Background: an optimization exercise with open tools, aiming at small area. Do not read the settings as production practice. No functional check of the RTL was part of any run shown here.

[config.mk]
export PLATFORM = sky130hd
export DESIGN_NAME = cordic_pipeline_top
export DESIGN_NICKNAME = cordic_pipeline_top
export VERILOG_FILES = /design/flow/design.v
export SDC_FILE = /design/flow/constraint.sdc
export NUM_CORES = 4
export LEC_CHECK = 0
export ABC_AREA = 1
export CAP_MARGIN = 20
export CORE_MARGIN = 2
export CORE_UTILIZATION = 55
export CTS_BUF_LIST = sky130_fd_sc_hd__clkbuf_8 sky130_fd_sc_hd__clkbuf_16
export CTS_CLUSTER_DIAMETER = 100
export CTS_CLUSTER_SIZE = 30
export SLEW_MARGIN = 20
[constraint.sdc]
create_clock -name core_clock -period 8.0 [get_ports {clk}]
set_input_delay 1.6000 -clock core_clock [delete_from_list [all_inputs] [get_ports {clk}]]
set_output_delay 1.6000 -clock core_clock [all_outputs]
set_load 0.01 [all_outputs]
[design.v]
module add16_rca(
    input [15:0] a,
    input [15:0] b,
    input ci,
    output [15:0] s
);
wire [16:0] c;
assign c[0] = ci;
genvar k;
generate for (k = 0; k < 16; k = k + 1) begin : g
    assign s[k] = a[k] ^ b[k] ^ c[k];
    assign c[k+1] = (a[k] & b[k]) | (a[k] & c[k]) | (b[k] & c[k]);
end endgenerate
endmodule
module cordic_pipeline_top(
    input clk,
    input rst_n,
    input en,
    input mode,
    input [15:0] xi,
    input [15:0] yi,
    input [15:0] zi,
    output [15:0] xo,
    output [15:0] yo,
    output [15:0] zo,
    output valid
);
reg [4:0] valid_r;
always @(posedge clk or negedge rst_n)
    if (!rst_n) valid_r <= 5'b0;
    else valid_r <= {valid_r[3:0], en};
assign valid = valid_r[4];
wire d0 = mode ? yi[15] : ~zi[15];
wire [15:0] x1, y1;
add16_rca ux0(.a(xi), .b(yi ^ {16{d0}}), .ci(d0), .s(x1));
add16_rca uy0(.a(yi), .b(xi ^ {16{~d0}}), .ci(~d0), .s(y1));
wire [15:0] z1;
add16_rca uz0(.a(zi), .b(16'h3244 ^ {16{d0}}), .ci(d0), .s(z1));
reg [15:0] xr0, yr0, zr0;
reg mr0;
always @(posedge clk) begin
    xr0 <= x1;
    yr0 <= y1;
    zr0 <= z1;
    mr0 <= mode;
end
wire d1 = mr0 ? yr0[15] : ~zr0[15];
wire [15:0] x2, y2;
add16_rca ux1(.a(xr0), .b({{1{yr0[15]}}, yr0[15:1]} ^ {16{d1}}), .ci(d1), .s(x2));
add16_rca uy1(.a(yr0), .b({{1{xr0[15]}}, xr0[15:1]} ^ {16{~d1}}), .ci(~d1), .s(y2));
wire [15:0] z2;
add16_rca uz1(.a(zr0), .b(16'h1DAC ^ {16{d1}}), .ci(d1), .s(z2));
wire d2 = mr0 ? y2[15] : ~z2[15];
wire [15:0] x3, y3;
add16_rca ux2(.a(x2), .b({{2{y2[15]}}, y2[15:2]} ^ {16{d2}}), .ci(d2), .s(x3));
add16_rca uy2(.a(y2), .b({{2{x2[15]}}, x2[15:2]} ^ {16{~d2}}), .ci(~d2), .s(y3));
wire [15:0] z3;
add16_rca uz2(.a(z2), .b(16'h0FAE ^ {16{d2}}), .ci(d2), .s(z3));
wire d3 = mr0 ? y3[15] : ~z3[15];
wire [15:0] x4, y4;
add16_rca ux3(.a(x3), .b({{3{y3[15]}}, y3[15:3]} ^ {16{d3}}), .ci(d3), .s(x4));
add16_rca uy3(.a(y3), .b({{3{x3[15]}}, x3[15:3]} ^ {16{~d3}}), .ci(~d3), .s(y4));
wire [15:0] z4;
add16_rca uz3(.a(z3), .b(16'h07F5 ^ {16{d3}}), .ci(d3), .s(z4));
reg [15:0] xr1, yr1, zr1;
reg mr1;
always @(posedge clk) begin
    xr1 <= x4;
    yr1 <= y4;
    zr1 <= z4;
    mr1 <= mr0;
end
wire d4 = mr1 ? yr1[15] : ~zr1[15];
wire [15:0] x5, y5;
add16_rca ux4(.a(xr1), .b({{4{yr1[15]}}, yr1[15:4]} ^ {16{d4}}), .ci(d4), .s(x5));
add16_rca uy4(.a(yr1), .b({{4{xr1[15]}}, xr1[15:4]} ^ {16{~d4}}), .ci(~d4), .s(y5));
wire [15:0] z5;
add16_rca uz4(.a(zr1), .b(16'h03FF ^ {16{d4}}), .ci(d4), .s(z5));
wire zin5 = (z5[15:10] == {6{1'b0}}) | (z5[15:10] == {6{1'b1}});   
wire d5 = mr1 ? y5[15] : ~z5[15];
wire [15:0] x6, y6;
add16_rca ux5(.a(x5), .b({{5{y5[15]}}, y5[15:5]} ^ {16{d5}}), .ci(d5), .s(x6));
add16_rca uy5(.a(y5), .b({{5{x5[15]}}, x5[15:5]} ^ {16{~d5}}), .ci(~d5), .s(y6));
wire d6 = mr1 ? y6[15] : (zin5 ? z5[9] : ~z5[15]);
wire [15:0] x7, y7;
add16_rca ux6(.a(x6), .b({{6{y6[15]}}, y6[15:6]} ^ {16{d6}}), .ci(d6), .s(x7));
add16_rca uy6(.a(y6), .b({{6{x6[15]}}, x6[15:6]} ^ {16{~d6}}), .ci(~d6), .s(y7));
wire [15:0] zk2 = 16'd768 - ({14'b0, {d5, d6}} << 9);
wire [15:0] zs2;
add16_rca uzs2(.a(z5), .b(zk2), .ci(1'b0), .s(zs2));
reg [15:0] xr2, yr2, zr2;
reg mr2;
always @(posedge clk) begin
    xr2 <= x7;
    yr2 <= y7;
    zr2 <= zs2;
    mr2 <= mr1;
end
wire zin7 = (zr2[15:8] == {8{1'b0}}) | (zr2[15:8] == {8{1'b1}});   
wire d7 = mr2 ? yr2[15] : ~zr2[15];
wire [15:0] x8, y8;
add16_rca ux7(.a(xr2), .b({{7{yr2[15]}}, yr2[15:7]} ^ {16{d7}}), .ci(d7), .s(x8));
add16_rca uy7(.a(yr2), .b({{7{xr2[15]}}, xr2[15:7]} ^ {16{~d7}}), .ci(~d7), .s(y8));
wire d8 = mr2 ? y8[15] : (zin7 ? zr2[7] : ~zr2[15]);
wire [15:0] x9, y9;
add16_rca ux8(.a(x8), .b({{8{y8[15]}}, y8[15:8]} ^ {16{d8}}), .ci(d8), .s(x9));
add16_rca uy8(.a(y8), .b({{8{x8[15]}}, x8[15:8]} ^ {16{~d8}}), .ci(~d8), .s(y9));
wire d9 = mr2 ? y9[15] : (zin7 ? zr2[6] : ~zr2[15]);
wire [15:0] x10, y10;
add16_rca ux9(.a(x9), .b({{9{y9[15]}}, y9[15:9]} ^ {16{d9}}), .ci(d9), .s(x10));
add16_rca uy9(.a(y9), .b({{9{x9[15]}}, x9[15:9]} ^ {16{~d9}}), .ci(~d9), .s(y10));
wire [15:0] zk3 = 16'd224 - ({13'b0, {d7, d8, d9}} << 6);
wire [15:0] zs3;
add16_rca uzs3(.a(zr2), .b(zk3), .ci(1'b0), .s(zs3));
reg [15:0] xr3, yr3, zr3;
reg mr3;
always @(posedge clk) begin
    xr3 <= x10;
    yr3 <= y10;
    zr3 <= zs3;
    mr3 <= mr2;
end
wire zin10 = (zr3[15:5] == {11{1'b0}}) | (zr3[15:5] == {11{1'b1}});   
wire d10 = mr3 ? yr3[15] : ~zr3[15];
wire [15:0] x11, y11;
add16_rca ux10(.a(xr3), .b({{10{yr3[15]}}, yr3[15:10]} ^ {16{d10}}), .ci(d10), .s(x11));
add16_rca uy10(.a(yr3), .b({{10{xr3[15]}}, xr3[15:10]} ^ {16{~d10}}), .ci(~d10), .s(y11));
wire d11 = mr3 ? y11[15] : (zin10 ? zr3[4] : ~zr3[15]);
wire [15:0] x12, y12;
add16_rca ux11(.a(x11), .b({{11{y11[15]}}, y11[15:11]} ^ {16{d11}}), .ci(d11), .s(x12));
add16_rca uy11(.a(y11), .b({{11{x11[15]}}, x11[15:11]} ^ {16{~d11}}), .ci(~d11), .s(y12));
wire d12 = mr3 ? y12[15] : (zin10 ? zr3[3] : ~zr3[15]);
wire [15:0] x13, y13;
add16_rca ux12(.a(x12), .b({{12{y12[15]}}, y12[15:12]} ^ {16{d12}}), .ci(d12), .s(x13));
add16_rca uy12(.a(y12), .b({{12{x12[15]}}, x12[15:12]} ^ {16{~d12}}), .ci(~d12), .s(y13));
wire [15:0] zk4 = 16'd28 - ({13'b0, {d10, d11, d12}} << 3);
wire [15:0] zs4;
add16_rca uzs4(.a(zr3), .b(zk4), .ci(1'b0), .s(zs4));
reg [15:0] xr4, yr4, zr4;
reg mr4;
always @(posedge clk) begin
    xr4 <= x13;
    yr4 <= y13;
    zr4 <= zs4;
    mr4 <= mr3;
end
wire zin13 = (zr4[15:2] == {14{1'b0}}) | (zr4[15:2] == {14{1'b1}});   
wire d13 = mr4 ? yr4[15] : ~zr4[15];
wire [15:0] x14, y14;
add16_rca ux13(.a(xr4), .b({{13{yr4[15]}}, yr4[15:13]} ^ {16{d13}}), .ci(d13), .s(x14));
add16_rca uy13(.a(yr4), .b({{13{xr4[15]}}, xr4[15:13]} ^ {16{~d13}}), .ci(~d13), .s(y14));
wire d14 = mr4 ? y14[15] : (zin13 ? zr4[1] : ~zr4[15]);
wire [15:0] x15, y15;
add16_rca ux14(.a(x14), .b({{14{y14[15]}}, y14[15:14]} ^ {16{d14}}), .ci(d14), .s(x15));
add16_rca uy14(.a(y14), .b({{14{x14[15]}}, x14[15:14]} ^ {16{~d14}}), .ci(~d14), .s(y15));
wire [15:0] zk5 = 16'd3 - ({14'b0, {d13, d14}} << 1);
wire [15:0] zs5;
add16_rca uzs5(.a(zr4), .b(zk5), .ci(1'b0), .s(zs5));
assign xo = x15;
assign yo = y15;
assign zo = zs5;
endmodule
[flow/run.sh]
#!/bin/bash
# The standard layout (standard.sh), with these changes:
#  - synthesis leaves the adders to ABC (no full/half adder cells extracted first) and maps in
#    two passes with delay-targeted area scripts: the logic next to the ports with
#    flow/abc_area_io.script, the rest with flow/abc_area_d.script (flow/synth.tcl is
#    synth_recipe.tcl plus that one change);
#  - the port buffers use the smallest buffer cell.
set -euo pipefail
W=$PWD
export ADDER_MAP_FILE=
export BUFFER_PORTS_ARGS="-buffer_cell sky130_fd_sc_hd__buf_1"
export MY_ABC_SCRIPT="$W/flow/abc_area_d.script"
export MY_ABC_SCRIPT_IO="$W/flow/abc_area_io.script"
sed "s|SYNTH_SCRIPT=[^ ]*|SYNTH_SCRIPT=$W/flow/synth.tcl|" standard.sh > my_standard.sh
grep -q "SYNTH_SCRIPT=$W/flow/synth.tcl" my_standard.sh
bash my_standard.sh > standard_flow.log 2>&1
[flow/abc_area_d.script]
strash
dch
map -B 0.9 -D 7000
topo
stime -c
buffer -c
upsize -c -D 7000
dnsize -c -D 7000
[flow/abc_area_io.script]
strash
dch
map -B 0.9 -D 6000
topo
stime -c
buffer -c
upsize -c -D 6000
dnsize -c -D 6000
[flow/synth.tcl]
proc synth {args} { yosys synth -nofsm -noshare {*}$args }
# ABC maps in two passes with delay-targeted area scripts: first the logic between the ports
# and the registers (whose paths also carry the input and output delays) with
# MY_ABC_SCRIPT_IO, then everything else with MY_ABC_SCRIPT.
proc abc {args} {
  set i [lsearch -exact $args -script]
  if { $i >= 0 && [info exists ::env(MY_ABC_SCRIPT)] } {
    set a_in [lreplace $args [expr {$i + 1}] [expr {$i + 1}] $::env(MY_ABC_SCRIPT_IO)]
    set a_rest [lreplace $args [expr {$i + 1}] [expr {$i + 1}] $::env(MY_ABC_SCRIPT)]
    set ff {sky130_fd_sc_hd__dfxtp_1 sky130_fd_sc_hd__dfrtp_1}
    yosys select -set ffs {*}[lmap c $ff {string cat t:$c}]
    yosys select -set iocone o:* %ci*:-sky130_fd_sc_hd__dfxtp_1\[Q\]:-sky130_fd_sc_hd__dfrtp_1\[Q\] i:* %co*:-sky130_fd_sc_hd__dfxtp_1\[D,CLK\]:-sky130_fd_sc_hd__dfrtp_1\[D,CLK,RESET_B\] %u @ffs %d
    yosys abc {*}$a_in @iocone
    yosys abc {*}$a_rest
  } else {
    yosys abc {*}$args
  }
}
source $::env(SCRIPTS_DIR)/synth.tcl
# left out here: clear keep_hierarchy, flatten, clean up, hide names made inside functions, write 1_2_yosys.v
[standard.sh]
#!/bin/bash
# synth_recipe.tcl (not shown) runs the flow's synth.tcl, then flattens the netlist and writes it again
# the make line also repeats each setting of config.mk as NAME=value (left out here)
make -C /OpenROAD-flow-scripts/flow DESIGN_CONFIG=/design/flow/config.mk WORK_HOME=/design/flow/orfs CLKGATE_MAP_FILE= SYNTH_SCRIPT=/design/flow/synth_recipe.tcl "${@:-finish}"
==> impl_metrics.env, run 1 <==
export IMPL_yosys_area_top_type="nand2_1"
export IMPL_rsz0062_at_grt="true"
export IMPL_grt_overflow=0
export IMPL_final_hold_viol_count=0
export IMPL_clock_sinks=249
export IMPL_cts_tree="done"
export IMPL_syn_nets=4491
export IMPL_design_die_area_um2=49560
export IMPL_grt_pass1_wl_mm=99.36
export IMPL_synth_flop_cell="dfxtp_1"
export IMPL_synth_top_area_frac=0.3139
export IMPL_grt_pass1_vias=21990
export IMPL_synth_cell_area_um2=26290
export IMPL_synth_area_leaders="nand2_1, dfxtp_1, xor2_1, xnor2_1, or2_2"
export IMPL_start_util=0.5540
export IMPL_postLayoutCellArea_um2=31600
export IMPL_io_pins=101
export IMPL_die_h_um=222.6
export IMPL_area_growth_pct=20.20
export IMPL_wl_per_cell_um=11.82
export IMPL_max_stage_delay_ps=420
export IMPL_required_ps=8420
export IMPL_drt_iter0_drc=908
export IMPL_drc=0
export IMPL_synth_edf_count=0
export IMPL_dr_pass1_iters=5
export IMPL_critical_path_class="flop to flop"
export IMPL_core_rowCount=80
export IMPL_htree_levels=1
export IMPL_worstSetupEndpointType="flop"
export IMPL_grt_usage=0.2385
export IMPL_drv_cap=0
export IMPL_fillers=4568
export IMPL_ys_ff_latch=249
export IMPL_start_kind="flop"
export IMPL_tightest_slew_ps=947.7
export IMPL_final_cell_mix="nand2_1, xor2_1, inv_1"
export IMPL_final_max_slew_violation_count=0
export IMPL_place_area_um2=28190
export IMPL_max_slew_margin=0.3615
export IMPL_root_buffer="clkbuf_16"
export IMPL_gp_congestion=0.8665
export IMPL_status="timing/DRC/antenna clean"
export IMPL_core_area_um2=47450
export IMPL_min_period_ps=7461
export IMPL_clk_path_buf_depth=3
export IMPL_nets=4804
export IMPL_timing_fmax_mhz=134.0
export IMPL_crit_family="simple AND/OR/NAND/NOR gates"
export IMPL_avgSynthCellArea_um2=5.922
export IMPL_hold_path_class="flop to flop"
export IMPL_worstRegToRegCells=82
export IMPL_async_flop_share=0.02008
export IMPL_antenna_found_initial=0
export IMPL_routed_via_density=4.725
export IMPL_antenna_cells=0
export IMPL_skew_ps=28.22
export IMPL_layout_drive_gt1_share=0.2336
export IMPL_hold_buffers=0
export IMPL_worstPathMaxFanout=7
export IMPL_cts_made_buffers=15
export IMPL_path_buf_inv=4
export IMPL_wl_mm=63.54
export IMPL_worstSetupPathDepth=82
export IMPL_path_clk_slew_ps=110
export IMPL_die_w_um=222.6
export IMPL_hold_depth=0
export IMPL_seq_area_frac_synth=0.1906
export IMPL_yosysUniqueCellTypes=42
export IMPL_drtAntennaViolNets=0
export IMPL_grt_max_degree=39
export IMPL_vias=25400
export IMPL_critical_path_most_common_cell="nand2_2"
export IMPL_period_share=0.9327
export IMPL_port_buffers=100
export IMPL_syn_inst=4439
export IMPL_detailed_place_hpwl_mm=50.70
export IMPL_yosysWarnings=1
export IMPL_mostFrequentLayoutCell="nand2_1"
export IMPL_finalSetupViolations=0
export IMPL_clock_latency_ps=540
export IMPL_critPathSlowestCell="dfxtp_4"
export IMPL_arrival_ps=7890
==> synth_stat cells (2+ instances only) <==
| cell type | number |
|---|---|
| buf_4 | 7 |
| o22ai_1 | 4 |
| nor4_1 | 8 |
| or2_2 | 330 |
| nand2_1 | 2198 |
| o21ai_0 | 31 |
| nand3b_1 | 7 |
| xor2_1 | 435 |
| nand2_2 | 19 |
| o21ai_1 | 6 |
| nand3_1 | 210 |
| nor3_1 | 7 |
| buf_1 | 6 |
| nand4_1 | 10 |
| buf_6 | 9 |
| a21boi_0 | 2 |
| inv_2 | 8 |
| maj3_1 | 23 |
| nand3_2 | 8 |
| inv_1 | 355 |
| a21oi_1 | 21 |
| a21o_1 | 5 |
| nand2_4 | 4 |
| xnor2_1 | 325 |
| nor2_1 | 81 |
| clkbuf_1 | 32 |
| or2_1 | 19 |
| dfrtp_1 | 5 |
| buf_2 | 7 |
| o21a_1 | 2 |
| dfxtp_1 | 244 |
==> cell families (layout without fill, tap and decap cells) <==
family	after synthesis	count (layout)	synth area share
and+or+nand+nor	2904	2909	0.4662
xor gates and xnor gates	760	760	0.2532
buffers and inverters	426	742	0.06478
DFF	249	249	0.1906
AOI/OAI and AO/OA	76	76	0.01609
adders and majority gates	23	23	0.008758
muxes	1	1	0.0003808
==> stage by stage <==
| step | worst slack, ps | setup TNS [ps] | hold slack (ps) | instances | util |
|---|---|---|---|---|---|
| final | 538.6 | 0 | 339.6 | 5375 | 0.6660 |
| after global placement | -131.8 | -303.0 | 312.4 | 5232 | 0.5943 |
| after detailed placement | -247.3 | -828.9 | 314.6 | 5232 | 0.5943 |
| after floorplan | 910.1 | 0 | 309.6 | 4439 | - |
| after CTS | 12.87 | 0 | 341.8 | 5260 | 0.6066 |
| after global routing | -155.2 | -1663 | 348.1 | 5375 | 0.6660 |
==> routing by layer <==
layer | GRT usage | wire, um | share of wire
met5 | 0 | 0 | 0
met4 | 0.03919 | 950 | 0.015
met3 | 0.01825 | 1093 | 0.017
met2 | 0.4532 | 32650 | 0.51
met1 | 0.2959 | 28850 | 0.45
==> final cells by class <==
cell class | instances | area [um2] | share of cell area
Multi-Input combinational cell | 3769 | 21350 | 0.6757
Sequential cell | 249 | 5046 | 0.1597
Timing Repair Buffer | 353 | 2491 | 0.07884
Inverter | 364 | 1418 | 0.04487
Tap cell | 615 | 769.5 | 0.02435
Clock buffer | 15 | 375.4 | 0.01188
Clock inverter | 10 | 146.4 | 0.004633
==> worst register-to-register path, delay by kind of cell (launching register included) <==
kind	cells	cell delay (ps)
simple gates	77	6320
buf+inv	4	470
flops	1	420
xor+xnor	1	140
==> final timing paths <==
kind	to	slack, ps	from
min	zr3[2]	340	zr2[2]
min reg2reg	zr3[2]	340	zr2[2]
max reg2reg	xr4[15]	540	mr3
min in group asynchronous	valid_r[3]	880	rst_n
max	xr4[15]	540	mr3
max in group asynchronous	valid_r[1]	6930	rst_n
==> timing repair <==
item,in CTS,in global routing
resized for setup,14,558
endpoints found under the setup margin,15,107
setup buffers,3,107
pin swaps,1,154
cloned,0,8
==> run 2, diff against run 1 <==
==> flow/abc_area_d.script (replaced) <==
strash
dch
map -B 0.9
topo
stime -c
buffer -c
upsize -c
dnsize -c
==> run 2 against run 1 <==
Compared with the run above:
- still clean
- clock skew decreased by 1.3 ps
- core utilization decreased by 3.1 points
- first-iteration DRC count fell by 6.3%
- hold slack worse by 3.8 ps
- synthesized area increased by 4.6%
- final area is 1.2% lower
- fmax fell by 0.21%
==> impl_metrics.env, run 2 <==
export IMPL_routed_via_density=4.691
export IMPL_seq_area_frac_synth=0.1822
export IMPL_period_share=0.9346
export IMPL_critical_path_most_common_cell="nand2_1"
export IMPL_root_buffer="clkbuf_16"
export IMPL_worstSetupEndpointType="output port"
export IMPL_clock_sinks=249
export IMPL_critPathCapture="yo[14]"
export IMPL_dp_cells=5178
export IMPL_yosysWarnings=1
export IMPL_max_stage_delay_ps=410
export IMPL_ys_ff_latch=249
export IMPL_wl_per_cell_um=12.00
export IMPL_syn_inst=4439
export IMPL_path_clk_slew_ps=90
export IMPL_dr_pass1_iters=5
export IMPL_worstPathMaxFanout=21
export IMPL_grt_pass1_vias=22190
export IMPL_syn_nets=4491
export IMPL_grt_overflow=0
export IMPL_arrival_ps=5880
export IMPL_timing_fmax_mhz=133.7
export IMPL_start_util=0.5595
export IMPL_detailed_place_hpwl_mm=51.93
export IMPL_synth_edf_count=0
export IMPL_finalSetupViolations=0
export IMPL_layout_drive_gt1_share=0.2405
export IMPL_fillers=4902
export IMPL_drtAntennaViolNets=0
export IMPL_synthMostInstantiatedCell="nand2_1"
export IMPL_r2r_setup_slack_ps=680
export IMPL_yosys_area_top_type="nand2_1"
export IMPL_layout_cells_non_filler=5317
export IMPL_hold_ws_ps=335.8
export IMPL_nets=4695
export IMPL_drt_iter0_drc=851
export IMPL_synth_commonest_cells="nand2_1, xor2_1, inv_1, xnor2_1, nand2_2"
export IMPL_core_rowCount=81
export IMPL_required_ps=6400
export IMPL_async_flop_share=0.02008
export IMPL_die_w_um=227.6
export IMPL_postLayoutCellArea_um2=31210
export IMPL_final_max_slew_violation_count=0
export IMPL_design_die_area_um2=51810
export IMPL_clk_path_buf_depth=3
export IMPL_setup_tns_ps=0
export IMPL_core_area_um2=49150
export IMPL_io_pins=101
export IMPL_cts_tree="done"
export IMPL_final_hold_viol_count=0
export IMPL_synth_area_leaders="nand2_1, dfxtp_1, xor2_1, xnor2_1, nand2_2"
export IMPL_area_growth_pct=13.50
export IMPL_grt_pass1_wl_mm=100.6
export IMPL_status="timing/DRC/antenna clean"
export IMPL_synth_cell_area_um2=27500
export IMPL_min_period_ps=7477
export IMPL_synth_flop_cell="dfxtp_1"
export IMPL_grt_usage=0.2367
export IMPL_gp_congestion=0.8535
export IMPL_yosysUniqueCellTypes=47
export IMPL_wl_mm=63.79
export IMPL_port_buffers=100
export IMPL_max_slew_margin=0.5051
export IMPL_avgSynthCellArea_um2=6.196
export IMPL_clock_latency_ps=540
export IMPL_vias=24940
export IMPL_worstReg2RegStart="mr0"
export IMPL_place_area_um2=28550
export IMPL_mostFrequentLayoutCell="nand2_1"
export IMPL_hold_path_class="flop to flop"
export IMPL_skew_ps=26.90
export IMPL_drc=0
export IMPL_antenna_cells=0
export IMPL_antenna_found_initial=0
export IMPL_final_cell_mix="nand2_1, nand2_2, xor2_1"
export IMPL_hold_buffers=0
export IMPL_tightest_slew_ps=737.4
export IMPL_cts_made_buffers=17
export IMPL_reg2reg_to="xr1[14]"
export IMPL_grt_max_degree=50
export IMPL_die_h_um=227.6
export IMPL_drv_cap=0
export IMPL_synth_top_area_frac=0.2575
export IMPL_start_kind="flop"
export IMPL_worstRegToRegCells=84
export IMPL_critical_path_class="flop to output port"
export IMPL_startpoint="mr4"
export IMPL_critPathSlowestCell="dfxtp_4"
export IMPL_htree_levels=1
run 2: changes by cell type in the layout (fill, tap and decap cells not counted), moves of 4 or more:
cell,change
nand2_2,+118
buf_12,-5
buf_4,-105
or2_2,-16
inv_1,-6
nand2_1,-119
nand2_8,+4
or2_1,+16
inv_2,+5
run 2: repair_timing:
action | 4_1_cts | 5_1_grt
pin swaps | 0 | 83
cloned | 0 | 8
buffers inserted | 0 | 102
setup endpoints to repair | 13 | 83
resized for setup | 7 | 308
hold endpoints to repair | 0 | 0
run 2: layout make-up:
type / instances / area [um2] / share of cell area
clock inverters: 12 / 216.5 / 0.006934
clock buffers: 17 / 425.4 / 0.01363
flip-flops and latches: 249 / 5054 / 0.1619
inverters: 364 / 1413 / 0.04525
multi-input cells: 3772 / 21750 / 0.6969
repair buffers: 239 / 1521 / 0.04874
well taps: 664 / 830.8 / 0.02662
run 2: worst max-delay path: cells and delay by family, from the launching register on:
kind / cells / cell delay (ps)
flops: 1 / 410
buf+inv: 5 / 770
simple gates: 50 / 4000
xor+xnor: 1 / 160
run 2: how the worst min path moves through the flow:
stage,start,endpoint,depth (start not counted)
final,zr2[4],zr3[4],0
after global routing,zr2[3],zr3[3],0
after floorplan,zr2[0],zr3[0],0
after global placement,zr2[3],zr3[3],0
after CTS,zr2[4],zr3[4],0
after detailed placement,zr2[3],zr3[3],0
run 2: per-stage QoR:
stage | util | setup WS, ps
after floorplan | - | 1239
after global placement | 0.5808 | -29.91
after detailed placement | 0.5808 | -119.3
after CTS | 0.5941 | 20.59
after global routing | 0.6351 | -75.17
final | 0.6351 | 522.8
run 2: cells by family (layout without fill, tap and decap cells):
group	count (synthesis)	after routing	share of synthesized area
AOI/OAI and AO/OA	76	76	0.01729
xor gates and xnor gates	760	760	0.2423
adders and majority gates	23	23	0.008371
buffers and inverters	426	632	0.06678
DFF	249	249	0.1822
muxes	1	1	0.0008188
and+or+nand+nor	2904	2912	0.4823
run 2: per-layer routing:
layer	routed length (um)	global-route usage	up-vias
li1	-	-	13820
met1	29830	0.2961	10950
met2	31990	0.4485	134
met3	1054	0.01851	43
met4	919	0.03563	0
met5	0	0	-
==> run 3, diff against run 2 <==
==> flow/abc_area_d.script (replaced) <==
strash
dc2
dch -f
map -B 0.9
topo
stime -c
buffer -c
upsize -c
dnsize -c
==> run 3 against run 2 <==
Compared with the run above:
- still clean on timing, DRC and antenna
- clock skew shrank 1.5 ps
- final area shrank 0.42%
- clock-buffer cell count grew 1
- routed wire length grew 3.4%
- global-route usage grew 0.34 points
- setup slack gained 22 ps
- critical path depth grew 6
- synthesized area grew 5.2%
- largest cell class unchanged
==> impl_metrics.env, run 3 <==
export IMPL_rsz0062_at_grt="true"
export IMPL_hold_path_class="flop to flop"
export IMPL_syn_inst=4841
export IMPL_die_w_um=233.4
export IMPL_start_util=0.5539
export IMPL_wl_mm=65.94
export IMPL_core_area_um2=52240
export IMPL_synth_top_family_by_area="simple AND/OR/NAND/NOR gates"
export IMPL_period_share=0.9320
export IMPL_path_buf_inv=5
export IMPL_synth_edf_count=0
export IMPL_synth_cell_area_um2=28930
export IMPL_yosys_area_top_type="nand2_1"
export IMPL_clock_sinks=249
export IMPL_area_growth_pct=7.434
export IMPL_timing_fmax_mhz=134.1
export IMPL_crit_family="simple AND/OR/NAND/NOR gates"
export IMPL_drv_cap=0
export IMPL_worstSetupEndpointType="output port"
export IMPL_synth_xor_area_frac=0.2187
export IMPL_tightest_slew_ps=616.2
export IMPL_cts_tree="done"
export IMPL_max_slew_margin=0.5848
export IMPL_yosysUniqueCellTypes=61
export IMPL_grt_usage=0.2402
export IMPL_synth_top_area_frac=0.2377
export IMPL_htree_levels=1
export IMPL_yosysWarnings=1
export IMPL_detailed_place_hpwl_mm=56.30
export IMPL_fillers=5430
export IMPL_min_period_ps=7456
export IMPL_ys_ff_latch=249
export IMPL_synth_compound_area_share=0.02725
export IMPL_skew_ps=25.37
export IMPL_layout_drive_gt1_share=0.1293
export IMPL_dp_cells=5608
export IMPL_synthAdderAreaFrac=0.007957
export IMPL_final_hold_viol_count=0
export IMPL_avgSynthCellArea_um2=5.976
export IMPL_drc=0
export IMPL_seq_area_frac_synth=0.1732
export IMPL_async_flop_share=0.02008
export IMPL_status="timing/DRC/antenna clean"
export IMPL_start_kind="flop"
export IMPL_core_rowCount=84
export IMPL_critical_path_most_common_cell="nand2_1"
export IMPL_worstPathMaxFanout=11
export IMPL_muxShareOfSynthArea=0.0004757
export IMPL_grt_overflow=0
export IMPL_vias=26980
export IMPL_mostFrequentLayoutCell="nand2_1"
export IMPL_max_stage_delay_ps=410
export IMPL_antenna_cells=0
export IMPL_final_max_slew_violation_count=0
export IMPL_critPathSlowestCell="dfxtp_4"
export IMPL_finalSetupViolations=0
export IMPL_clk_path_buf_depth=3
export IMPL_nets=5015
export IMPL_die_h_um=233.4
export IMPL_final_cell_mix="nand2_1, inv_1, nand3_1"
export IMPL_hold_buffers=0
export IMPL_wl_per_cell_um=11.65
export IMPL_yosys_area_share_simple=0.4710
export IMPL_design_die_area_um2=54450
export IMPL_drtAntennaViolNets=0
export IMPL_synth_flop_cell="dfxtp_1"
export IMPL_synthMostInstantiatedCell="nand2_1"
export IMPL_critical_path_class="flop to output port"
export IMPL_grt_max_degree=32
export IMPL_antenna_found_initial=1
export IMPL_drt_iter0_drc=966
export IMPL_cts_made_buffers=16
export IMPL_arrival_ps=5860
export IMPL_layout_cells_non_filler=5661
export IMPL_dr_pass1_iters=5
export IMPL_clock_latency_ps=530
export IMPL_required_ps=6400
export IMPL_routed_via_density=4.766
export IMPL_root_buffer="clkbuf_16"
export IMPL_port_buffers=100
export IMPL_path_clk_slew_ps=110
export IMPL_synth_area_leaders="nand2_1, dfxtp_1, xor2_1, xnor2_1, nand3_1"
export IMPL_synth_commonest_cells="nand2_1, inv_1, nand3_1, xor2_1, xnor2_1"
export IMPL_grt_pass1_wl_mm=108.9
export IMPL_gp_congestion=0.9100
export IMPL_grt_pass1_vias=24230
export IMPL_io_pins=101
export IMPL_syn_nets=4893
export IMPL_final_core_util=0.5950
run 3: cell types whose count changed in the layout (fill, tap and decap cells not counted), moves of 16 or more:
cell / delta
inv_1: +280
nor2_1: +167
nand3_1: +332
or2_1: -16
or2_2: -120
nand2_2: -257
buf_4: -71
xor2_1: -31
run 3: metrics by stage:
step / hold slack (ps) / setup slack (ps) / area, um2 / setup TNS (ps)
after global routing: 325.0 / -106.8 / 31080 / -155.3
after detailed placement: 313.6 / 236.2 / 29960 / 0
after global placement: 310.1 / 381.4 / 29960 / 0
after CTS: 326.0 / 3.438 / 30560 / 0
after floorplan: 309.6 / 1239 / 28930 / 0
final: 321.7 / 544.4 / 31080 / 0
run 3: path summary, 6_finish.rpt:
kind | start | to | slack [ps] | cells after the start
max reg2reg | mr3 | yr4[15] | 700 | 68
min reg2reg | zr2[3] | zr3[3] | 320 | 0
min | zr2[3] | zr3[3] | 320 | 0
max | mr4 | xo[15] | 540 | 62
min in group asynchronous | rst_n | valid_r[0] | 890 | 1
max in group asynchronous | rst_n | valid_r[1] | 6920 | 1
run 3: cells by family after synthesis:
logic type / after synthesis
AOI/OAI and AO/OA: 121
xor gates and xnor gates: 713
adders and majority gates: 23
buffers and inverters: 704
DFF: 249
muxes: 1
and+or+nand+nor: 3030
run 3: repair_timing:
| action | in CTS | in global routing |
|---|---|---|
| gates resized for setup | 10 | 103 |
| endpoints found under the setup margin | 10 | 57 |
| cloned | 0 | 1 |
| pin swaps | 0 | 22 |
| setup buffers | 0 | 24 |
run 3: final cells by class:
type	count	area (um2)	share of cell area
Tap cell	688	860.8	0.02770
Clock buffer	18	439.2	0.01413
Inverter	646	2445	0.07866
Multi-Input combinational cell	3889	21300	0.6854
Sequential cell	249	5022	0.1616
Timing Repair Buffer	161	882.1	0.02838
Clock inverter	10	130.1	0.004186
run 3: per-layer routing:
layer,up-vias,part of all wire,global-route usage
met5,-,0.00020,0
met4,2,0.020,0.05016
met1,11690,0.47,0.3000
li1,14990,-,-
met2,220,0.48,0.4446
met3,72,0.024,0.02197
==> run 4, diff against run 3 <==
==> design.v (replaced) <==
module add16_rca(
    input [15:0] a,
    input [15:0] b,
    input ci,
    output [15:0] s
);
wire [16:0] c;
assign c[0] = ci;
genvar k;
generate for (k = 0; k < 16; k = k + 1) begin : g
    assign s[k] = a[k] ^ b[k] ^ c[k];
    assign c[k+1] = (a[k] & b[k]) | (a[k] & c[k]) | (b[k] & c[k]);
end endgenerate
endmodule
module cordic_pipeline_top(
    input clk,
    input rst_n,
    input en,
    input mode,
    input [15:0] xi,
    input [15:0] yi,
    input [15:0] zi,
    output [15:0] xo,
    output [15:0] yo,
    output [15:0] zo,
    output valid
);
reg [3:0] valid_r;
always @(posedge clk or negedge rst_n)
    if (!rst_n) valid_r <= 4'b0;
    else valid_r <= {valid_r[2:0], en};
assign valid = valid_r[3];
wire d0 = mode ? yi[15] : ~zi[15];
wire [15:0] x1, y1;
add16_rca ux0(.a(xi), .b(yi ^ {16{d0}}), .ci(d0), .s(x1));
add16_rca uy0(.a(yi), .b(xi ^ {16{~d0}}), .ci(~d0), .s(y1));
wire [15:0] z1;
add16_rca uz0(.a(zi), .b(16'h3244 ^ {16{d0}}), .ci(d0), .s(z1));
reg [15:0] xr0, yr0, zr0;
reg mr0;
always @(posedge clk) begin
    xr0 <= x1;
    yr0 <= y1;
    zr0 <= z1;
    mr0 <= mode;
end
wire d1 = mr0 ? yr0[15] : ~zr0[15];
wire [15:0] x2, y2;
add16_rca ux1(.a(xr0), .b({{1{yr0[15]}}, yr0[15:1]} ^ {16{d1}}), .ci(d1), .s(x2));
add16_rca uy1(.a(yr0), .b({{1{xr0[15]}}, xr0[15:1]} ^ {16{~d1}}), .ci(~d1), .s(y2));
wire [15:0] z2;
add16_rca uz1(.a(zr0), .b(16'h1DAC ^ {16{d1}}), .ci(d1), .s(z2));
wire d2 = mr0 ? y2[15] : ~z2[15];
wire [15:0] x3, y3;
add16_rca ux2(.a(x2), .b({{2{y2[15]}}, y2[15:2]} ^ {16{d2}}), .ci(d2), .s(x3));
add16_rca uy2(.a(y2), .b({{2{x2[15]}}, x2[15:2]} ^ {16{~d2}}), .ci(~d2), .s(y3));
wire [15:0] z3;
add16_rca uz2(.a(z2), .b(16'h0FAE ^ {16{d2}}), .ci(d2), .s(z3));
wire d3 = mr0 ? y3[15] : ~z3[15];
wire [15:0] x4, y4;
add16_rca ux3(.a(x3), .b({{3{y3[15]}}, y3[15:3]} ^ {16{d3}}), .ci(d3), .s(x4));
add16_rca uy3(.a(y3), .b({{3{x3[15]}}, x3[15:3]} ^ {16{~d3}}), .ci(~d3), .s(y4));
wire [15:0] z4;
add16_rca uz3(.a(z3), .b(16'h07F5 ^ {16{d3}}), .ci(d3), .s(z4));
wire d4 = mr0 ? y4[15] : ~z4[15];
wire [15:0] x5, y5;
add16_rca ux4(.a(x4), .b({{4{y4[15]}}, y4[15:4]} ^ {16{d4}}), .ci(d4), .s(x5));
add16_rca uy4(.a(y4), .b({{4{x4[15]}}, x4[15:4]} ^ {16{~d4}}), .ci(~d4), .s(y5));
wire [15:0] z5;
add16_rca uz4(.a(z4), .b(16'h03FF ^ {16{d4}}), .ci(d4), .s(z5));
reg [15:0] xr1, yr1, zr1;
reg mr1;
always @(posedge clk) begin
    xr1 <= x5;
    yr1 <= y5;
    zr1 <= z5;
    mr1 <= mr0;
end
wire zin5 = (zr1[15:10] == {6{1'b0}}) | (zr1[15:10] == {6{1'b1}});   
wire d5 = mr1 ? yr1[15] : ~zr1[15];
wire [15:0] x6, y6;
add16_rca ux5(.a(xr1), .b({{5{yr1[15]}}, yr1[15:5]} ^ {16{d5}}), .ci(d5), .s(x6));
add16_rca uy5(.a(yr1), .b({{5{xr1[15]}}, xr1[15:5]} ^ {16{~d5}}), .ci(~d5), .s(y6));
wire d6 = mr1 ? y6[15] : (zin5 ? zr1[9] : ~zr1[15]);
wire [15:0] x7, y7;
add16_rca ux6(.a(x6), .b({{6{y6[15]}}, y6[15:6]} ^ {16{d6}}), .ci(d6), .s(x7));
add16_rca uy6(.a(y6), .b({{6{x6[15]}}, x6[15:6]} ^ {16{~d6}}), .ci(~d6), .s(y7));
wire d7 = mr1 ? y7[15] : (zin5 ? zr1[8] : ~zr1[15]);
wire [15:0] x8, y8;
add16_rca ux7(.a(x7), .b({{7{y7[15]}}, y7[15:7]} ^ {16{d7}}), .ci(d7), .s(x8));
add16_rca uy7(.a(y7), .b({{7{x7[15]}}, x7[15:7]} ^ {16{~d7}}), .ci(~d7), .s(y8));
wire d8 = mr1 ? y8[15] : (zin5 ? zr1[7] : ~zr1[15]);
wire [15:0] x9, y9;
add16_rca ux8(.a(x8), .b({{8{y8[15]}}, y8[15:8]} ^ {16{d8}}), .ci(d8), .s(x9));
add16_rca uy8(.a(y8), .b({{8{x8[15]}}, x8[15:8]} ^ {16{~d8}}), .ci(~d8), .s(y9));
wire [15:0] zk2 = 16'd960 - ({12'b0, {d5, d6, d7, d8}} << 7);
wire [15:0] zs2;
add16_rca uzs2(.a(zr1), .b(zk2), .ci(1'b0), .s(zs2));
reg [15:0] xr2, yr2, zr2;
reg mr2;
always @(posedge clk) begin
    xr2 <= x9;
    yr2 <= y9;
    zr2 <= zs2;
    mr2 <= mr1;
end
wire zin9 = (zr2[15:6] == {10{1'b0}}) | (zr2[15:6] == {10{1'b1}});   
wire d9 = mr2 ? yr2[15] : ~zr2[15];
wire [15:0] x10, y10;
add16_rca ux9(.a(xr2), .b({{9{yr2[15]}}, yr2[15:9]} ^ {16{d9}}), .ci(d9), .s(x10));
add16_rca uy9(.a(yr2), .b({{9{xr2[15]}}, xr2[15:9]} ^ {16{~d9}}), .ci(~d9), .s(y10));
wire d10 = mr2 ? y10[15] : (zin9 ? zr2[5] : ~zr2[15]);
wire [15:0] x11, y11;
add16_rca ux10(.a(x10), .b({{10{y10[15]}}, y10[15:10]} ^ {16{d10}}), .ci(d10), .s(x11));
add16_rca uy10(.a(y10), .b({{10{x10[15]}}, x10[15:10]} ^ {16{~d10}}), .ci(~d10), .s(y11));
wire d11 = mr2 ? y11[15] : (zin9 ? zr2[4] : ~zr2[15]);
wire [15:0] x12, y12;
add16_rca ux11(.a(x11), .b({{11{y11[15]}}, y11[15:11]} ^ {16{d11}}), .ci(d11), .s(x12));
add16_rca uy11(.a(y11), .b({{11{x11[15]}}, x11[15:11]} ^ {16{~d11}}), .ci(~d11), .s(y12));
wire d12 = mr2 ? y12[15] : (zin9 ? zr2[3] : ~zr2[15]);
wire [15:0] x13, y13;
add16_rca ux12(.a(x12), .b({{12{y12[15]}}, y12[15:12]} ^ {16{d12}}), .ci(d12), .s(x13));
add16_rca uy12(.a(y12), .b({{12{x12[15]}}, x12[15:12]} ^ {16{~d12}}), .ci(~d12), .s(y13));
wire [15:0] zk3 = 16'd60 - ({12'b0, {d9, d10, d11, d12}} << 3);
wire [15:0] zs3;
add16_rca uzs3(.a(zr2), .b(zk3), .ci(1'b0), .s(zs3));
reg [15:0] xr3, yr3, zr3;
reg mr3;
always @(posedge clk) begin
    xr3 <= x13;
    yr3 <= y13;
    zr3 <= zs3;
    mr3 <= mr2;
end
wire zin13 = (zr3[15:2] == {14{1'b0}}) | (zr3[15:2] == {14{1'b1}});   
wire d13 = mr3 ? yr3[15] : ~zr3[15];
wire [15:0] x14, y14;
add16_rca ux13(.a(xr3), .b({{13{yr3[15]}}, yr3[15:13]} ^ {16{d13}}), .ci(d13), .s(x14));
add16_rca uy13(.a(yr3), .b({{13{xr3[15]}}, xr3[15:13]} ^ {16{~d13}}), .ci(~d13), .s(y14));
wire d14 = mr3 ? y14[15] : (zin13 ? zr3[1] : ~zr3[15]);
wire [15:0] x15, y15;
add16_rca ux14(.a(x14), .b({{14{y14[15]}}, y14[15:14]} ^ {16{d14}}), .ci(d14), .s(x15));
add16_rca uy14(.a(y14), .b({{14{x14[15]}}, x14[15:14]} ^ {16{~d14}}), .ci(~d14), .s(y15));
wire [15:0] zk4 = 16'd3 - ({14'b0, {d13, d14}} << 1);
wire [15:0] zs4;
add16_rca uzs4(.a(zr3), .b(zk4), .ci(1'b0), .s(zs4));
assign xo = x15;
assign yo = y15;
assign zo = zs4;
endmodule
==> run 4 against run 3 <==
Compared with the run above:
- now fails the layout checks on setup timing
- clock skew up 4.6 ps
- first-iteration DRC count up 51%
- flip-flop and latch count down 50
- highest routed layer unchanged
==> impl_metrics.env, run 4 <==
export IMPL_status="complete, but fails checks"
export IMPL_failed_checks="setup timing"
export IMPL_synth_edf_count=0
export IMPL_grt_overflow=0
export IMPL_finalSetupViolations=35
export IMPL_yosysUniqueCellTypes=59
export IMPL_synth_area_leaders="nand2_1, dfxtp_1, xor2_1, xnor2_1, nand3_1"
export IMPL_layout_drive_gt1_share=0.3643
export IMPL_yosys_area_top_type="nand2_1"
export IMPL_max_slew_margin=0.4753
export IMPL_rsz0062_at_grt="true"
export IMPL_root_buffer="clkbuf_16"
export IMPL_avgSynthCellArea_um2=5.843
export IMPL_clock_latency_ps=520
export IMPL_critPathSlowestCell="dfxtp_2"
export IMPL_grt_pass1_wl_mm=122.8
export IMPL_arrival_ps=8820
export IMPL_yosysWarnings=1
export IMPL_drc=0
export IMPL_final_max_slew_violation_count=0
export IMPL_detailed_place_hpwl_mm=57.38
export IMPL_grt_max_degree=48
export IMPL_grt_pass1_vias=27610
export IMPL_design_die_area_um2=51380
export IMPL_min_period_ps=8424
export IMPL_die_h_um=226.7
export IMPL_syn_nets=4719
export IMPL_final_cell_mix="nand2_1, buf_4, inv_1"
export IMPL_synth_cell_area_um2=27270
export IMPL_cts_tree="done"
export IMPL_drv_cap=0
export IMPL_wl_per_cell_um=13.57
export IMPL_routed_via_density=5.008
export IMPL_port_buffers=100
export IMPL_hold_path_class="flop to flop"
export IMPL_syn_inst=4667
export IMPL_skew_ps=29.96
export IMPL_timing_fmax_mhz=118.7
export IMPL_core_area_um2=48950
export IMPL_clk_path_buf_depth=2
export IMPL_dr_pass1_iters=6
export IMPL_worstPathMaxFanout=8
export IMPL_seq_area_frac_synth=0.1468
export IMPL_antenna_cells=0
export IMPL_worstSetupEndpointType="flop"
export IMPL_clock_sinks=199
export IMPL_synth_top_area_frac=0.2489
export IMPL_wl_mm=84.91
export IMPL_ys_ff_latch=199
export IMPL_path_clk_slew_ps=100
export IMPL_hold_buffers=0
export IMPL_worstReg2RegStart="mr1"
export IMPL_synth_commonest_cells="nand2_1, inv_1, nand3_1, xor2_1, xnor2_1"
export IMPL_startpoint="mr1"
export IMPL_drtAntennaViolNets=0
export IMPL_htree_levels=4
export IMPL_critical_path_class="flop to flop"
export IMPL_start_kind="flop"
export IMPL_antenna_found_initial=1
export IMPL_area_growth_pct=43.69
export IMPL_core_rowCount=81
export IMPL_drt_iter0_drc=1459
export IMPL_required_ps=8400
export IMPL_critical_path_most_common_cell="nand2_2"
export IMPL_io_pins=101
export IMPL_synthMostInstantiatedCell="nand2_1"
export IMPL_start_util=0.5571
export IMPL_hp_start="zr1[3]"
export IMPL_tightest_slew_ps=778.8
export IMPL_final_core_util=0.8005
export IMPL_mostFrequentLayoutCell="nand2_1"
export IMPL_setup_tns_ps=-6340
export IMPL_grt_usage=0.2911
export IMPL_async_flop_share=0.02010
export IMPL_cts_made_buffers=17
export IMPL_max_stage_delay_ps=370
export IMPL_gp_congestion=0.9158
export IMPL_synth_flop_cell="dfxtp_1"
export IMPL_die_w_um=226.7
export IMPL_worst_slack_ps=-423.9
export IMPL_period_share=1.053
export IMPL_final_hold_viol_count=0
export IMPL_vias=31340
export IMPL_nets=5633
[run 4: changes by cell type after synthesis, moves of 6 or more]
cell and delta:
nand3_1 +23, dfxtp_1 -49, nand4_1 -6, xnor2_1 -16, nand3_2 -17, nor2_1 -20
xor2_1 +20, a21oi_2 -6, a21oi_1 +8, nand2_1 -24, inv_1 -77, or2_2 +15
xor2_2 -6
[run 4: worst max-delay path, delay by kind of cell (launching register included)]
kind,cells,cell delay [ps]
flip-flops,1,370
AND/OR/NAND/NOR,76,6050
XOR/XNOR,4,810
AO/OA/AOI/OAI,3,420
buffers and inverters,6,610
[run 4: final cells by class]
cell class	count	area (um2)
timing repair buffer	945	7257
clock buffer	18	439.2
sequential	199	4029
fill	3663	9766
inverter	561	2162
multi-input combinational	3857	24310
clock inverter	14	153.9
tap	664	830.8
[run 4: what timing repair did]
action / 4_1_cts / 5_1_grt
gates cloned: 11 / 4
setup buffers: 189 / 130
resized for setup: 245 / 709
setup endpoints to repair: 58 / 137
pin swaps: 124 / 311
[run 4: kinds of logic after synthesis]
group | synth area share
adders and majority gates | 0.006607
muxes | 0.0004129
buffers and inverters | 0.09594
and+or+nand+nor | 0.4949
xor gates and xnor gates | 0.2297
DFF | 0.1468
AOI/OAI and AO/OA | 0.02565
[run 4: layer usage]
metal / wire length (um) / global-route usage / up-vias
li1: - / - / 16120
met1: 34780 / 0.3478 / 14320
met2: 43860 / 0.5338 / 680
met3: 3451 / 0.04056 / 219
met4: 2813 / 0.09126 / 2
met5: 12 / 0 / -
[run 4: stage by stage]
step,area [um2],instances,worst slack (ps),hold slack (ps)
after floorplan,27270,4667,437.2,309.6
after global placement,32000,5905,-472.5,310.3
after detailed placement,32000,5905,-529.5,312.1
after CTS,35230,6135,-26.20,328.6
after global routing,39190,6258,-953.4,341.4
final,39190,6258,-423.9,324.2
[run 4: final timing paths]
kind	to	slack [ps]	cells past startpoint
worst max-delay path	yr2[15]	-420	89
worst min-delay path	zr2[3]	320	0
worst max register to register	yr2[15]	-420	89
worst min register to register	zr2[3]	320	0
max in group asynchronous	valid_r[2]	6910	1
min in group asynchronous	valid_r[0]	910	1

[static timing again, ports no longer ideal]
How much do the figures lean on ideal ports? The routed layouts below were timed once more, with nothing changed but the port constraints.
Step 1 (the two cells are an assumption about what drives the block):
set clk [get_ports {clk}]
set_driving_cell -lib_cell sky130_fd_sc_hd__clkbuf_16 $clk
set_driving_cell -lib_cell sky130_fd_sc_hd__buf_2 [delete_from_list [all_inputs] $clk]
Step 2 moves the port delays by t, midway between the first and last clock arrival at a register: inputs arrive t later, outputs are due t later. That takes back most of the time a late clock gives input paths.
a / b / c = no drivers / after step 1 / after step 2; a / b = the first two.
run | t (ns) | slack for setup (ns) | worst setup path at the end | worst data-port slew with drivers (ns)
run 1 | 0.581 | 0.539 / 0.539 / 0.539 | register to register | 0.06
run 2 | 0.588 | 0.523 / 0.460 / 0.684 | register to register | 0.05
run 3 | 0.579 | 0.544 / 0.487 / 0.700 | register to register | 0.04
run 4 | 0.566 | -0.424 / -0.424 / -0.424 | register to register | 0.04
